This design comes from an exercise in tuning for small area and a short achievable clock period on the open sky130 flow, not from production work.
The RTL was checked by simulation tests, not by an equivalence proof against the original design.
No activity file was given, so power comes from the tool's default toggle rates.

==> flow/design.v (outline; a module is shown in full before it is edited, if it fits) <==
// module Decoder: 17 lines
// module ARITHMETIC_UNIT: 1202 lines
// module lOGIC_UNIT: 32 lines
// module CMP_UNIT: 30 lines
// module SHIFT_UNIT: 32 lines
// module ALU_TOP: 21 lines
module ALU_TOP #(parameter width = 16)
(
    input wire [width-1:0] A, B,
    input wire [3:0] ALU_FUN,
    input wire CLK, RST,
    output wire [(width*2)-1:0] Arith_OUT,
    output wire [width-1:0] Logic_OUT, CMP_OUT,
    output wire [width:0] SHIFT_OUT,
    output wire Carry_OUT, Arith_Flag, Logic_Flag, CMP_Flag, SHIFT_Flag
);
  // ...
==> flow/flow/run.sh <==
#!/bin/bash
# The standard layout (the standard.sh: ORFS synthesis through finish), with
# ORFS's timing repair asked for extra setup slack.  The clock period and the
# constraints are the design's; the margin only makes repair_timing work on the
# paths to the registers, which otherwise have slack to spare.
set -euo pipefail
export SETUP_SLACK_MARGIN=56
bash standard.sh > standard.log 2>&1
==> flow/standard.sh <==
#!/bin/bash
# synth_recipe.tcl (not shown) runs the flow's synth.tcl, then flattens the netlist and writes it again
# the make line also repeats each setting of config.mk as NAME=value (left out here)
make -C /OpenROAD-flow-scripts/flow DESIGN_CONFIG=/design/flow/config.mk WORK_HOME=/design/flow/orfs CLKGATE_MAP_FILE= SYNTH_SCRIPT=/design/flow/synth_recipe.tcl "${@:-finish}"
==> flow/config.mk <==
export PLATFORM = sky130hd
export DESIGN_NAME = ALU_TOP
export DESIGN_NICKNAME = ALU_TOP
export VERILOG_FILES = /design/flow/design.v
export SDC_FILE = /design/flow/constraint.sdc
export NUM_CORES = 4
export LEC_CHECK = 0
export ABC_AREA = 1
export ABC_CLOCK_PERIOD_IN_PS = 90000
export CAP_MARGIN = 20
export CORE_MARGIN = 2
export CORE_UTILIZATION = 40
export SLEW_MARGIN = 20
==> flow/constraint.sdc <==
create_clock -name core_clock -period 90.0 [get_ports {CLK}]
set_input_delay 18.0000 -clock core_clock [delete_from_list [all_inputs] [get_ports {CLK}]]
set_output_delay 18.0000 -clock core_clock [all_outputs]
set_load 0.01 [all_outputs]
==> run summary, run 1 <==
- Area occupied by multi-input gates: 15,830 um^2
- Total track usage: 28.36%
- Non-clk invs: 408
- GRT Residual Overflow: 0
- Post-Route M1 WL: 27.63 mm
- Top layer in use: met5
- Initial antenna violation count: 2
- Clock Path Buffers: 2
- Clock root buffer: clkbuf_16
- Post-Synthesis Cells: 2,827
- Clock share of power: 7.4%
- Top reg by flops: ARITHMETIC_UNIT.Arith_OUT
- Layout Nets: 3,211
- DR DRC count: 0
- Grt met3 use: 4.477%
- Worst Setup End Kind: flip-flop
- Max FFs per register: 32
- Commonest non-fill, non-tap cell in the layout: nand2_1
- Diode count: 1
- Synthesized flop and latch total: 71
- Status: no timing/DRC/antenna violations
- Worst-path clk slew: 0.08 ns
- Gate power share: 85.3%
- Crit path to: ARITHMETIC_UNIT.Arith_OUT[16]$_DFF_PN0_
- Initial cell density of the core: 40.45%
- Yosys top cell by area: nand2_1
- Lkg Pwr: 11.34 nW
- CP max stage cell: dlygate4sd2_1
- Tap Count: 600
- Endpoints failing hold: 0
- Post-placement cell area: 19,400 um^2
- Worst-margin pin slew: 1.181 ns
- Critical path class: in -> reg
- Post-detailed-route count of antenna-violating nets: 0
- Fmax: 29.90 MHz
- Main area contributors after synthesis: nand2_1 (15%), fa_1 (12%), xor2_1 (10%), dfrtp_1 (9.7%), nand3_1 (7.0%)
- First-pass GRT wire length: 104.8 mm
==> inputs of run 2 (changes only) <==
--- a/flow/flow/run.sh
+++ b/flow/flow/run.sh
@@ -4,5 +4,5 @@
 # constraints are the design's; the margin only makes repair_timing work on the
 # paths to the registers, which otherwise have slack to spare.
 set -euo pipefail
-export SETUP_SLACK_MARGIN=56
+export SETUP_SLACK_MARGIN=55
 bash standard.sh > standard.log 2>&1
--- a/flow/config.mk
+++ b/flow/config.mk
@@ -11,3 +11,4 @@
 export CORE_MARGIN = 2
 export CORE_UTILIZATION = 40
 export SLEW_MARGIN = 20
+export TNS_END_PERCENT = 0
==> run summary, run 2 <==
- Status: no timing/DRC/antenna violations
- Routed length per instance: 19.62 um
- Arrival time worst endpoint: 33.99 ns
- Final setup violation count: 0
- Top reg by flops: ARITHMETIC_UNIT.Arith_OUT
- Endpoints failing hold: 0 (unchanged)
- Max FFs per register: 32 (unchanged)
- # clock sinks: 71
- Inst Count DP: 3,427
- CP most frequent cell: nand2_1
- Fraction of registers with async set or reset after synthesis: 100.0%
- GRT Residual Overflow: 0 (unchanged)
- Tmin final: 33.75 ns
- Total track usage: 27.82% (-0.54 points)
- Worst vdd ir: 0.04962 mV
- Post-Layout Cell Count: 3,536
- Slew headroom: 15.95%
- Hold WS: 17.78 ns
- Main area contributors after synthesis: nand2_1 (15%), fa_1 (12%), xor2_1 (10%), dfrtp_1 (9.7%), nand3_1 (7.0%)
- Worst Path Required: 90.23 ns
- Hold crit path type: in -> async
- Area growth syn-to-layout: 16.08%
- Die height: 218 um
- TritonCTS Buffers: 9
- Most used routing layer: met2
- Grt met3 use: 3.710% (-0.77 points)
- Lkg Pwr: 10.80 nW (-4.8%)
- Core area: 45,280 um^2
- Fmax: 29.63 MHz (-0.93%)
- Fin. max-slew vios: 0
- Post-detailed-route count of antenna-violating nets: 0 (unchanged)
- CP max stage cell: a21oi_4
- Initial DRC Count: 1,998
- Max-cap violations: 0
- Power density over the cells: 22.80 nW/um^2
- Pin count of the biggest net entering global routing: 72
- Worst-margin pin slew: 1.253 ns (+0.07190 ns)
- # IOs: 124
- Drt total wl: 69.37 mm
- Post-Synthesis Cells: 2,827 (unchanged)
- Yosys warning count: 5
- H-Tree Depth: 3
- Top-count cell post-synth: nand2_1
- Overall power: 0.0004848 W
- Gp weighted congestion: 0.9223
- Commonest non-fill, non-tap cell in the layout: nand2_1
- Synth Cell Area: 18,320 um^2
- Leading cell types in the layout, fill and taps excluded: nand2_1 (691), inv_1 (329), nand3_1 (243)
- Post-cts hold buffer count: 0
- Post-synth top cells: nand2_1 (741), inv_1 (335), nand3_1 (256)
- Port Buffer Count: 109
- Critical path class: in -> reg
- Post-DP HPWL: 49.95 mm
- Distinct cells, synth: 65
- DR DRC count: 0 (unchanged)
- Most used DFF post-synth: dfrtp_1
- RSZ-0062 raised after global routing: false
- Worst Setup End Kind: flip-flop
- Seq/Total Area, Yosys: 9.699%
- Layout cells sized above 1: 16.83%
- Die X: 218 um
- Top flop regs: ARITHMETIC_UNIT.Arith_OUT x32, SHIFT_UNIT.SHIFT_OUT x17, lOGIC_UNIT.Logic_OUT x16
- First-pass GRT wire length: 103.0 mm (-1.7%)
- Worst-path clk slew: 0.08 ns (about the same)
- FP Rows: 78
- CP Max Fanout: 16
- Synthesized flop and latch total: 71 (unchanged)
- Met2 usage: 47.47%
- Syn avg cell area: 6.480 um^2
- Fin crit share: 37.51%
- CTS tree: built
- Clock Path Buffers: 2 (unchanged)
- First-pass DRT Iterations: 6
- Top-area cell type share of the netlist area: 15.18%
- Yosys top cell by area: nand2_1
- Initial antenna violation count: 1 (-1)
- Met1 GRT Util: 34.70%
- Via density: 5.666
- Initial cell density of the core: 40.45% (unchanged)
- DIE AREA: 47,520 um^2
- Setup TNS: 0 ns
- EDFF count, synth: 0
- Crit path launch type: primary input
- Vias in the first global route: 18,650
- Worst stage delay on the critical path: 0.50 ns
- Clock root buffer: clkbuf_16
- Layout Nets: 3,127 (-2.6%)
- Via count: 20,040
run 2: worst max path at each step:
stage | start | to | slack, ns
floorplan | B[15] | ARITHMETIC_UNIT.Arith_OUT[21]$_DFF_PN0_ | 57.87
detailed placement | B[15] | ARITHMETIC_UNIT.Arith_OUT[17]$_DFF_PN0_ | 53.18
global placement | B[15] | ARITHMETIC_UNIT.Arith_OUT[20]$_DFF_PN0_ | 53.62
CTS | B[14] | ARITHMETIC_UNIT.Arith_OUT[13]$_DFF_PN0_ | 55.00
global route | A[1] | ARITHMETIC_UNIT.Arith_OUT[15]$_DFF_PN0_ | 54.79
finish | B[13] | ARITHMETIC_UNIT.Arith_OUT[6]$_DFF_PN0_ | 56.25
run 2: cells by family (layout without fill, tap and decap cells):
logic type / count (synthesis) / after routing / synth area share, %
AND/OR/NAND/NOR: 1362 / 1371 / 34.26
buffers and inverters: 568 / 654 / 14.49
AO/OA/AOI/OAI: 435 / 435 / 14.36
XOR/XNOR: 229 / 229 / 11.60
adder cells (fa/ha/maj): 159 / 159 / 15.45
flip-flops: 71 / 71 / 9.699
multiplexers: 2 / 2 / 0.1093
other: 1 / 15 / 0.02047
run 2: worst max-delay path, delay by kind of cell:
kind	cells	cell delay, ns
AND/OR/NAND/NOR	115	11.56
AO/OA/AOI/OAI	10	2.11
buffers and inverters	13	1.76
XOR/XNOR	2	0.48
run 2: where the power goes:
part           internal, W  total (W)  leakage (nW)  switching (W)
Clock            0.0000216  0.0000382         0.143      0.0000165
Sequential       0.0000359  0.0000376         0.955     0.00000166
Combinational     0.000159   0.000409          9.70       0.000250
run 2: per-stage QoR:
stage,worst slack [ns],utilization (%),cell area [um^2]
finish,56.25,46.96,21260
global route,54.79,46.96,21260
CTS,55.00,43.79,19830
detailed placement,53.18,42.84,19400
global placement,53.62,42.84,19400
floorplan,57.87,-,18370
run 2: final cells by class:
class	instances	area (um^2)
Antenna cell	1	2.502
Clock buffer	10	229.0
Inverter	401	1580
Multi-Input combinational cell	2210	14680
Timing Repair inverter	4	20.02
Timing Repair Buffer	233	2160
Sequential cell	71	1777
Clock inverter	6	68.82
Tap cell	600	750.7
Fill cell	4624	24020
run 2: per-layer routing:
layer	wire length [um]	vias to the layer above	share of wire [%]
met5	0	-	0
met4	3359	0	4.8
met3	5841	218	8.4
met2	33030	994	48
met1	27130	9466	39
li1	-	9357	-
run 2: repair_timing:
action	4_1_cts	5_1_grt
setup endpoints to repair	32	32
pin swaps	2	64
resized for setup	25	214
cloned	2	12
buffers inserted	5	72
==> inputs of run 3 (changes only) <==
==> flow/run.sh (new file) <==
#!/bin/bash
# synth_recipe.tcl (not shown) runs the flow's synth.tcl, then flattens the netlist and writes it again
# the make line also repeats each setting of config.mk as NAME=value (left out here)
make -C /OpenROAD-flow-scripts/flow DESIGN_CONFIG=/design/flow/config.mk WORK_HOME=/design/flow/orfs CLKGATE_MAP_FILE= SYNTH_SCRIPT=/design/flow/synth_recipe.tcl finish
--- a/flow/config.mk
+++ b/flow/config.mk
@@ -9,6 +9,6 @@
 export ABC_CLOCK_PERIOD_IN_PS = 90000
 export CAP_MARGIN = 20
 export CORE_MARGIN = 2
-export CORE_UTILIZATION = 40
+export CORE_UTILIZATION = 65
+export PLACE_DENSITY = 0.8
 export SLEW_MARGIN = 20
-export TNS_END_PERCENT = 0
removed: flow/flow/run.sh
removed: flow/standard.sh
==> run summary, run 3 <==
- TritonCTS Buffers: 9 (unchanged)
- GRT Residual Overflow: 0 (unchanged)
- Initial antenna violation count: 2 (+1)
- Initial DRC Count: 2,245 (+12%)
- DR DRC count: 0 (unchanged)
- Fraction of registers with async set or reset after synthesis: 100.0% (unchanged)
- Endpoints failing hold: 0 (unchanged)
- Drt total wl: 64.21 mm (-7.4%)
- Hold crit path type: in -> async
- # clock sinks: 71 (unchanged)
- Clock Path Buffers: 2 (unchanged)
- Inst Count DP: 3,208 (-6.4%)
- Lkg Pwr: 10.16 nW (-5.9%)
- H-Tree Depth: 3 (unchanged)
- Worst Setup End Kind: flip-flop
- Fmax: 27.04 MHz (-8.7%)
- Gate power share: 82.0% (-2.4 points)
- Tmin final: 36.98 ns (+3.222 ns)
- Slew headroom: 24.86% (+8.9 points)
- Power density over the cells: 22.47 nW/um^2 (-1.4%)
- Core area: 27,780 um^2 (-39%)
- Main area contributors after synthesis: nand2_1 (15%), fa_1 (12%), xor2_1 (10%), dfrtp_1 (9.7%), nand3_1 (7.0%)
- PostCTS Resize Cnt: 0 (-100%)
- Synthesized flop and latch total: 71 (unchanged)
- Post-Layout Cell Count: 3,226 (-8.8%)
- DIE AREA: 29,540 um^2 (-38%)
- Layout cells sized above 1: 9.909% (-6.9 points)
- CP most frequent cell: nand2_1
- Pin count of the biggest net entering global routing: 72 (unchanged)
- Fin. max-slew vios: 0 (unchanged)
- Worst Path Required: 90.27 ns (+0.04 ns)
- Crit path launch type: primary input
- # IOs: 124 (unchanged)
- CP max stage cell: a21oi_1
- Post-synth top cells: nand2_1 (741), inv_1 (335), nand3_1 (256)
- FP Rows: 61 (-22%)
- Pre-CTS setup slack: 53.25 ns (+0.06980 ns)
- Top-count cell post-synth: nand2_1
- Yosys warning count: 5 (unchanged)
- Top-area cell type share of the netlist area: 15.18% (unchanged)
- Post CTS Setup Buffer Count: 0 (-5)
- Seq/Total Area, Yosys: 9.699% (unchanged)
- Vias in the first global route: 18,700 (+0.27%)
- EDFF count, synth: 0 (unchanged)
- Setup TNS: 0 ns (unchanged)
- Syn avg cell area: 6.480 um^2 (unchanged)
- Critical path class: in -> reg
- Switch share: 54.70% (-0.56 points)
- Worst-margin pin slew: 1.123 ns (-0.1299 ns)
- CP Max Fanout: 25 (+9)
- First-pass DRT Iterations: 6 (unchanged)
- Switch Pwr: 0.0002394 W (-11%)
- Die height: 171.9 um (-21%)
- Clock root buffer: clkbuf_16
- Arrival time worst endpoint: 37.24 ns (+3.25 ns)
- Share of power burned in registers: 8.6% (+0.8 points)
- RSZ-0062 raised after global routing: false
- Post-Synthesis Cells: 2,827 (unchanged)
- Area growth syn-to-layout: 6.318%
- Worst stage delay on the critical path: 0.77 ns (+0.27 ns)
- Initial cell density of the core: 65.94% (+25 points)
- Max FFs per register: 32 (unchanged)
- Overall power: 0.0004377 W (-9.7%)
- Setup ws final: 53.02 ns (-3.222 ns)
- Leading cell types in the layout, fill and taps excluded: nand2_1 (741), inv_1 (335), nand3_1 (256)
- Most used DFF post-synth: dfrtp_1
- Final setup violation count: 0 (unchanged)
- Gp weighted congestion: 0.9829 (+6.6%)
- Top reg by flops: ARITHMETIC_UNIT.Arith_OUT
- Synth Cell Area: 18,320 um^2 (unchanged)
- Max-cap violations: 0 (unchanged)
- Top flop regs: ARITHMETIC_UNIT.Arith_OUT x32, SHIFT_UNIT.SHIFT_OUT x17, lOGIC_UNIT.Logic_OUT x16
- Post-cts hold buffer count: 0 (unchanged)
- Clock share of power: 9.4% (+1.5 points)
- Worst-path clk slew: 0.07 ns (about the same)
- Fin crit share: 41.09% (+3.6 points)
- Die X: 171.9 um (-21%)
- Buf/Inv on CP: 17 (+4)
- Post-DP HPWL: 47.28 mm (-5.3%)
- Cell Int Power: 0.0001982 W (-8.6%)
- Commonest non-fill, non-tap cell in the layout: nand2_1
- Via count: 19,850 (-0.90%)
- CTS tree: built
- Routed length per instance: 19.90 um (+1.5%)
- Distinct cells, synth: 65 (unchanged)
- Via density: 6.154 (+8.6%)
- Top Family by Delay on Critical Path: simple AND/OR/NAND/NOR gates
- Status: no timing/DRC/antenna violations
- First-pass GRT wire length: 98.53 mm (-4.3%)
- Post-detailed-route count of antenna-violating nets: 0 (unchanged)
- Layout Nets: 3,038 (-2.8%)
- Port Buffer Count: 109 (unchanged)
- Total track usage: 43.40% (+16 points)
- Yosys top cell by area: nand2_1
- Worst vdd ir: 0.05705 mV (+15%)
## run 3: logic make-up after synthesis
kind of cell | Yosys count | share of synthesized area [%]
AO/OA/AOI/OAI | 435 | 14.36
XOR/XNOR | 229 | 11.60
adder cells (fa/ha/maj) | 159 | 15.45
buffers and inverters | 568 | 14.49
flip-flops | 71 | 9.699
multiplexers | 2 | 0.1093
other | 1 | 0.02047
AND/OR/NAND/NOR | 1362 | 34.26
## run 3: final timing paths
check	startpoint	to	slack (ns)	depth (start not counted)
worst max-delay path	B[15]	ARITHMETIC_UNIT.Arith_OUT[20]$_DFF_PN0_	53.02	142
worst min-delay path	RST	ARITHMETIC_UNIT.Arith_OUT[21]$_DFF_PN0_	17.77	1
max in group asynchronous	RST	SHIFT_UNIT.SHIFT_OUT[13]$_DFF_PN0_	71.58	1
min in group core_clock	B[15]	SHIFT_UNIT.SHIFT_OUT[16]$_DFF_PN0_	18.33	4
## run 3: per-stage QoR
stage	area (um^2)	hold WS (ns)	util, %
floorplan	18370	17.70	-
global placement	19140	18.18	68.91
detailed placement	19140	18.20	68.91
CTS	19470	17.81	70.09
global route	19470	17.85	70.09
finish	19480	17.77	70.10
## run 3: power by group through the flow
stage,clock network [W],logic [W],registers [W]
after floorplan,0,0.000253,0.0000397
after global placement,0,0.000338,0.0000378
after detailed placement,0,0.000350,0.0000380
after CTS,0.0000411,0.000353,0.0000374
after global routing,0.0000422,0.000402,0.0000377
final,0.0000412,0.000359,0.0000374
## run 3: layout make-up
type,instances,area (um^2)
fill,2494,8305
antenna,2,5.005
inverter,401,1511
multi-input combinational,2201,13940
timing repair buffer,157,1439
clock inverter,7,102.6
clock buffer,9,225.2
tap,378,473.0
sequential,71,1777
## run 3: routing by layer
layer / GRT usage (%) / routed length [um] / part of all wire (%) / vias up
met1: 50.93 / 23290 / 36 / 9084
met3: 9.865 / 6981 / 11 / 358
met4: 26.89 / 4556 / 7.1 / 0
li1: - / - / - / 9149
met2: 72.17 / 29370 / 46 / 1263
met5: 0 / 0 / 0 / -
==> inputs of run 4 (changes only) <==
--- a/flow/config.mk
+++ b/flow/config.mk
@@ -9,6 +9,6 @@
 export ABC_CLOCK_PERIOD_IN_PS = 90000
 export CAP_MARGIN = 20
 export CORE_MARGIN = 2
-export CORE_UTILIZATION = 65
-export PLACE_DENSITY = 0.8
+export CORE_UTILIZATION = 40
+export PLACE_DENSITY = 0.75
 export SLEW_MARGIN = 20
==> run summary, run 4 <==
- Critical path class: in -> reg
- Slew headroom: 25.04% (+0.19 points)
- Top reg by flops: ARITHMETIC_UNIT.Arith_OUT
- Post CTS Setup Buffer Count: 0 (unchanged)
- Post-DP HPWL: 44.31 mm (-6.3%)
- Fin. max-slew vios: 0 (unchanged)
- Area growth syn-to-layout: 7.425%
- Die height: 218 um (+27%)
- DIE AREA: 47,520 um^2 (+61%)
- Worst-margin pin slew: 1.117 ns (-0.005538 ns)
- CP Max Fanout: 25 (unchanged)
- Core area: 45,280 um^2 (+63%)
- Vias in the first global route: 18,030 (-3.6%)
- # IOs: 124 (unchanged)
- Worst Path Required: 90.27 ns (about the same)
- # clock sinks: 71 (unchanged)
- First-pass GRT wire length: 93.43 mm (-5.2%)
- Yosys warning count: 5 (unchanged)
- Status: no timing/DRC/antenna violations
- Lkg Pwr: 10.11 nW (-0.49%)
- Switch Pwr: 0.0002327 W (-2.8%)
- CP max stage cell: a21oi_1
- GRT Residual Overflow: 0 (unchanged)
- Most used DFF post-synth: dfrtp_1
- Clock share of power: 9.3% (about the same)
- Setup TNS: 0 ns (unchanged)
- PostCTS Resize Cnt: 0 (unchanged)
- CP most frequent cell: nand2_1
- Fmax: 27.41 MHz (+1.3%)
- Routed length per instance: 17.27 um (-13%)
- Fraction of registers with async set or reset after synthesis: 100.0% (unchanged)
- Gate power share: 82.0% (about the same)
- Post-synth top cells: nand2_1 (741), inv_1 (335), nand3_1 (256)
- Crit path launch type: primary input
- Post-placement cell area: 19,380 um^2 (+1.2%)
- Synth Cell Area: 18,320 um^2 (unchanged)
- Share of power burned in registers: 8.7% (about the same)
- EDFF count, synth: 0 (unchanged)
- Yosys top cell by area: nand2_1
- Worst vdd ir: 0.03662 mV (-36%)
- Via count: 19,250 (-3.1%)
- Commonest non-fill, non-tap cell in the layout: nand2_1
- Top flop regs: ARITHMETIC_UNIT.Arith_OUT x32, SHIFT_UNIT.SHIFT_OUT x17, lOGIC_UNIT.Logic_OUT x16
- Origin of the worst setup path: B[15]
- Layout Nets: 3,032 (-0.20%)
- RSZ-0062 raised after global routing: false
- Finished Cell Area: 19,680 um^2 (+1.0%)
- Seq/Total Area, Yosys: 9.699% (unchanged)
- Max-cap violations: 0 (unchanged)
- Post-detailed-route count of antenna-violating nets: 0 (unchanged)
- Post-Synthesis Cells: 2,827 (unchanged)
- Drt total wl: 59.42 mm (-7.5%)
- Die X: 218 um (+27%)
- Gp weighted congestion: 0.9668 (-1.6%)
- Max FFs per register: 32 (unchanged)
- Distinct cells, synth: 65 (unchanged)
- Via density: 5.593 (-9.1%)
- Main area contributors after synthesis: nand2_1 (15%), fa_1 (12%), xor2_1 (10%), dfrtp_1 (9.7%), nand3_1 (7.0%)
- Post-cts hold buffer count: 0 (unchanged)
- FP Rows: 78 (+28%)
- Initial cell density of the core: 40.45% (-25 points)
- Hold crit path type: in -> async
- Initial DRC Count: 2,068 (-7.9%)
- First-pass DRT Iterations: 7 (+1)
- Synthesized flop and latch total: 71 (unchanged)
- Switch share: 54.46% (-0.24 points)
- Total track usage: 24.83% (-19 points)
- Power density over the cells: 21.72 nW/um^2 (-3.4%)
- Port Buffer Count: 109 (unchanged)
- Leading cell types in the layout, fill and taps excluded: nand2_1 (741), inv_1 (335), nand3_1 (256)
- H-Tree Depth: 3 (unchanged)
- Initial antenna violation count: 2 (unchanged)
- Worst Setup End Kind: flip-flop
- Worst-path clk slew: 0.09 ns (+0.02 ns)
- Crit path to: ARITHMETIC_UNIT.Arith_OUT[16]$_DFF_PN0_
- TritonCTS Buffers: 9 (unchanged)
- Worst stage delay on the critical path: 0.72 ns (-0.05 ns)
- DR DRC count: 0 (unchanged)
- Final setup violation count: 0 (unchanged)
- Top-count cell post-synth: nand2_1
- Tmin final: 36.49 ns (-0.4894 ns)
- Layout cells sized above 1: 9.718% (-0.19 points)
- Syn avg cell area: 6.480 um^2 (unchanged)
- Endpoints failing hold: 0 (unchanged)
- Arrival time worst endpoint: 36.76 ns (-0.48 ns)
- Fin crit share: 40.54% (-0.54 points)
- Pin count of the biggest net entering global routing: 63 (-13%)
- CTS tree: built
- Clock Path Buffers: 2 (unchanged)
- Top-area cell type share of the netlist area: 15.18% (unchanged)
- Cell Int Power: 0.0001946 W (-1.8%)
- Clock root buffer: clkbuf_16
run 4: changes by cell type in the layout (fill, tap and decap cells not counted), sizes merged:
cell / change
clkinv: +1
diode: -1
clkbuf: +1
clkinvlp: +1
buf: -6
inv: -2
bufinv: -1
run 4: cell type report:
type / count / area [um^2]
flip-flops and latches: 71 / 1777
inverters: 401 / 1511
clock inverters: 6 / 68.82
repair buffers: 151 / 1394
well taps: 600 / 750.7
diodes: 1 / 2.502
clock buffers: 10 / 229.0
fillers: 4718 / 25600
multi-input cells: 2201 / 13950
run 4: cell families after synthesis:
| logic type | share of synthesized area [%] |
|---|---|
| compound gates | 14.36 |
| xor+xnor | 11.60 |
| fa+ha+maj | 15.45 |
| buf+inv | 14.49 |
| flops | 9.699 |
| mux | 0.1093 |
| other cells | 0.02047 |
| simple gates | 34.26 |
run 4: metal layers:
layer  global-route usage, %  wire [um]  up-vias
met5                       0         13        -
met4                   14.40       3810        2
met3                   3.808       4994      250
met2                   41.09      27200      924
met1                   30.61      23410     8909
li1                        -          -     9162
run 4: worst max-delay path, delay by kind of cell:
family,cells,cell delay (ns)
and+or+nand+nor,119,13.10
adders and majority gates,1,0.54
AOI/OAI and AO/OA,10,2.55
buffers and inverters,15,2.43
run 4: through the flow:
stage	setup slack [ns]	total power, W	hold WS (ns)	cells	utilization (%)
after global placement	53.91	0.0003826	17.89	3424	42.79
after detailed placement	53.47	0.0003877	17.90	3424	42.79
after CTS	53.82	0.0004294	17.48	3440	43.45
final	53.51	0.0004273	17.47	3441	43.46
after global routing	51.28	0.0004800	17.49	3441	43.46
after floorplan	57.87	0.0002932	17.70	2840	-
run 4: how the worst min path moves through the flow:
stage | slack (ns) | endpoint | depth (start not counted)
2_1_floorplan | 17.70 | ARITHMETIC_UNIT.Arith_Flag$_DFF_PN0_ | 0
3_3_place_gp | 17.89 | ARITHMETIC_UNIT.Arith_OUT[20]$_DFF_PN0_ | 1
3_5_place_dp | 17.90 | ARITHMETIC_UNIT.Arith_OUT[20]$_DFF_PN0_ | 1
4_1_cts | 17.48 | ARITHMETIC_UNIT.Arith_OUT[9]$_DFF_PN0_ | 1
5_1_grt | 17.49 | ARITHMETIC_UNIT.Arith_OUT[17]$_DFF_PN0_ | 1
6_report | 17.47 | ARITHMETIC_UNIT.Arith_OUT[9]$_DFF_PN0_ | 1
run 4: power by group through the flow:
stage | Sequential (W) | Combinational (W) | Clock (W)
final | 0.0000373 | 0.000350 | 0.0000397
after global routing | 0.0000376 | 0.000401 | 0.0000414
after CTS | 0.0000374 | 0.000352 | 0.0000403
after detailed placement | 0.0000379 | 0.000350 | 0
after global placement | 0.0000380 | 0.000345 | 0
after floorplan | 0.0000397 | 0.000253 | 0
==> inputs of run 5 (changes only) <==
--- a/flow/config.mk
+++ b/flow/config.mk
@@ -10,5 +10,4 @@
 export CAP_MARGIN = 20
 export CORE_MARGIN = 2
 export CORE_UTILIZATION = 40
-export PLACE_DENSITY = 0.75
 export SLEW_MARGIN = 20
==> run summary, run 5 <==
- CP Max Fanout: 25 (unchanged)
- Routed length per instance: 19.25 um (+11%)
- DIE AREA: 47,520 um^2 (unchanged)
- Post-cts hold buffer count: 0 (unchanged)
- Layout Nets: 3,035 (+0.099%)
- Final setup violation count: 0 (unchanged)
- Tmin final: 36.75 ns (+0.2642 ns)
- Seq/Total Area, Yosys: 9.699% (unchanged)
- EDFF count, synth: 0 (unchanged)
- Setup TNS: 0 ns (unchanged)
- Via density: 5.584 (-0.17%)
- Status: no timing/DRC/antenna violations
- Port Buffer Count: 109 (unchanged)
- # clock sinks: 71 (unchanged)
- Post-Synthesis Cells: 2,827 (unchanged)
- Syn avg cell area: 6.480 um^2 (unchanged)
- Gp weighted congestion: 0.9223 (-4.6%)
- Crit path launch type: primary input
- Hold crit path type: in -> async
- Lkg Pwr: 10.12 nW (+0.14%)
- FP Rows: 78 (unchanged)
- Die height: 218 um (unchanged)
- # IOs: 124 (unchanged)
- Origin of the worst setup path: B[15]
- CP most frequent cell: nand2_1
- Top-area cell type share of the netlist area: 15.18% (unchanged)
- Initial DRC Count: 1,832 (-11%)
- Worst-margin pin slew: 1.102 ns (-0.01589 ns)
- Core area: 45,280 um^2 (unchanged)
- Synth Cell Area: 18,320 um^2 (unchanged)
- CP max stage cell: a21oi_1
- DR DRC count: 0 (unchanged)
- Final-layout fill cell count: 4,783 (+1.4%)
- CTS tree: built
- Worst-path clk slew: 0.08 ns (about the same)
- TritonCTS Buffers: 9 (unchanged)
- First-pass GRT wire length: 102.5 mm (+9.7%)
- Layout cells sized above 1: 9.884% (+0.17 points)
- Fraction of registers with async set or reset after synthesis: 100.0% (unchanged)
- Fmax: 27.21 MHz (-0.72%)
- Clock root buffer: clkbuf_16
- Power density over the cells: 23.42 nW/um^2 (+7.9%)
- Endpoints failing hold: 0 (unchanged)
- Via count: 19,230 (-0.11%)
- Initial cell density of the core: 40.45% (unchanged)
- Distinct cells, synth: 65 (unchanged)
- Clock Path Buffers: 2 (unchanged)
- Synthesized flop and latch total: 71 (unchanged)
- Most used DFF post-synth: dfrtp_1
- Critical path class: in -> reg
- First-pass DRT Iterations: 6 (-1)
- Max FFs per register: 32 (unchanged)
- Worst stage delay on the critical path: 0.78 ns (+0.06 ns)
- Total track usage: 27.68% (+2.9 points)
- RSZ-0062 raised after global routing: false
- Post-detailed-route count of antenna-violating nets: 0 (unchanged)
- Yosys warning count: 5 (unchanged)
- Top-count cell post-synth: nand2_1
- Slew headroom: 26.56% (+1.5 points)
- Area growth syn-to-layout: 7.561%
- Top flop regs: ARITHMETIC_UNIT.Arith_OUT x32, SHIFT_UNIT.SHIFT_OUT x17, lOGIC_UNIT.Logic_OUT x16
- Worst Setup End Kind: flip-flop
- Worst vdd ir: 0.05226 mV (+43%)
- Leading cell types in the layout, fill and taps excluded: nand2_1 (741), inv_1 (335), nand3_1 (256)
- Commonest non-fill, non-tap cell in the layout: nand2_1
- Diode count: 0 (-1)
- Post-synth top cells: nand2_1 (741), inv_1 (335), nand3_1 (256)
- Post-DP HPWL: 49.95 mm (+13%)
- Top reg by flops: ARITHMETIC_UNIT.Arith_OUT
- Fin. max-slew vios: 0 (unchanged)
- H-Tree Depth: 3 (unchanged)
- PostCTS Resize Cnt: 0 (unchanged)
- Post CTS Setup Buffer Count: 0 (unchanged)
- Worst Path Required: 90.27 ns (about the same)
- Pre-CTS setup slack: 53.18 ns (-0.2843 ns)
- Drt total wl: 66.28 mm (+12%)
- Yosys top cell by area: nand2_1
- Fin crit share: 40.84% (+0.29 points)
- Max-cap violations: 0 (unchanged)
- Arrival time worst endpoint: 37.02 ns (+0.26 ns)
- Die X: 218 um (unchanged)
- Vias in the first global route: 18,560 (+2.9%)
- Main area contributors after synthesis: nand2_1 (15%), fa_1 (12%), xor2_1 (10%), dfrtp_1 (9.7%), nand3_1 (7.0%)
- Pin count of the biggest net entering global routing: 72 (+14%)
- GRT Residual Overflow: 0 (unchanged)
- Initial antenna violation count: 0 (-2)
- Setup ws final: 53.25 ns (-0.2642 ns)
## run 5: logic make-up (layout without fill, tap and decap cells)
family / Yosys count / count (layout) / synth area share (%)
AOI/OAI and AO/OA: 435 / 435 / 14.36
xor gates and xnor gates: 229 / 229 / 11.60
adders and majority gates: 159 / 159 / 15.45
buffers and inverters: 568 / 571 / 14.49
DFF: 71 / 71 / 9.699
muxes: 2 / 2 / 0.1093
other: 1 / 14 / 0.02047
and+or+nand+nor: 1362 / 1362 / 34.26
## run 5: how the worst max path moves through the flow
stage                                              endpoint  cells past startpoint
floorplan           ARITHMETIC_UNIT.Arith_OUT[21]$_DFF_PN0_                    156
global placement    ARITHMETIC_UNIT.Arith_OUT[20]$_DFF_PN0_                    139
detailed placement  ARITHMETIC_UNIT.Arith_OUT[17]$_DFF_PN0_                    141
CTS                 ARITHMETIC_UNIT.Arith_OUT[17]$_DFF_PN0_                    141
global route        ARITHMETIC_UNIT.Arith_OUT[31]$_DFF_PN0_                    141
finish              ARITHMETIC_UNIT.Arith_OUT[18]$_DFF_PN0_                    143
## run 5: where the power goes
part           internal (W)  switching, W
sequential        0.0000359    0.00000163
clock             0.0000216     0.0000164
combinational      0.000148      0.000238
total              0.000206      0.000256
## run 5: cell type report
class | instances | area, um^2 | area share (%)
Tap cell | 600 | 750.7 | 3.810
Clock inverter | 6 | 68.82 | 0.3493
Multi-Input combinational cell | 2201 | 13950 | 70.80
Clock buffer | 10 | 229.0 | 1.162
Timing Repair Buffer | 154 | 1416 | 7.188
Sequential cell | 71 | 1777 | 9.017
Inverter | 401 | 1511 | 7.671
## run 5: routing by layer
layer  track usage (%)  vias to the layer above  wire [um]
met5                 0                        -          0
met4             13.42                        0       2951
met3             3.166                      173       4793
met2             47.28                      825      31690
met1             34.60                     9081      26840
li1                  -                     9146          -
## run 5: critical path, delay by kind of cell
kind	cells	cell delay, ns
and+or+nand+nor	117	12.92
adders and majority gates	1	0.54
AOI/OAI and AO/OA	9	2.84
buffers and inverters	16	2.60
## run 5: through the flow
stage | cell area (um^2) | power [W] | hold WS (ns) | util (%) | std cells
floorplan | 18370 | 0.0002932 | 17.70 | - | 2840
detailed placement | 19400 | 0.0004257 | 18.21 | 42.84 | 3427
global placement | 19400 | 0.0004167 | 18.21 | 42.84 | 3427
finish | 19700 | 0.0004615 | 17.78 | 43.51 | 3443
CTS | 19700 | 0.0004663 | 17.81 | 43.50 | 3443
global route | 19700 | 0.0005118 | 17.87 | 43.51 | 3443

port drivers added, routing unchanged:
No port has a modelled driver above. Below, the same layouts with a new extraction and two added sets of constraints. Step 1: set_driving_cell puts a clkbuf_16 on CLK and a buf_2 on each other input, an assumption about the parent block. Step 2 moves the port delays by t, midway between the first and last clock arrival at a register: inputs arrive t later, outputs are due t later. That takes back most of the time a late clock gives input paths. a / b / c = ideal / step 1 / step 2; a / b = the first two.
run | shift t [ns] | setup WS [ns] | clock arrival spread, ns | slew at the worst register clock pin (ns) | worst data-port slew with drivers (ns)
run 1 | 0.417 | 56.559 / 56.581 / 56.164 | 0.020 / 0.020 | 0.08 / 0.08 | 0.11
run 2 | 0.416 | 56.246 / 56.270 / 55.854 | 0.023 / 0.022 | 0.08 / 0.08 | 0.11
run 3 | 0.408 | 53.023 / 53.047 / 52.639 | 0.011 / 0.012 | 0.07 / 0.07 | 0.09
run 4 | 0.430 | 53.512 / 53.542 / 53.112 | 0.030 / 0.030 | 0.09 / 0.09 | 0.15
run 5 | 0.413 | 53.248 / 53.275 / 52.862 | 0.018 / 0.018 | 0.08 / 0.08 | 0.10
After both steps setup and hold are still met in every run listed. For run 4, which loses most, drivers alone change the setup slack by +0.030 ns; drivers and shift together by -0.400 ns.
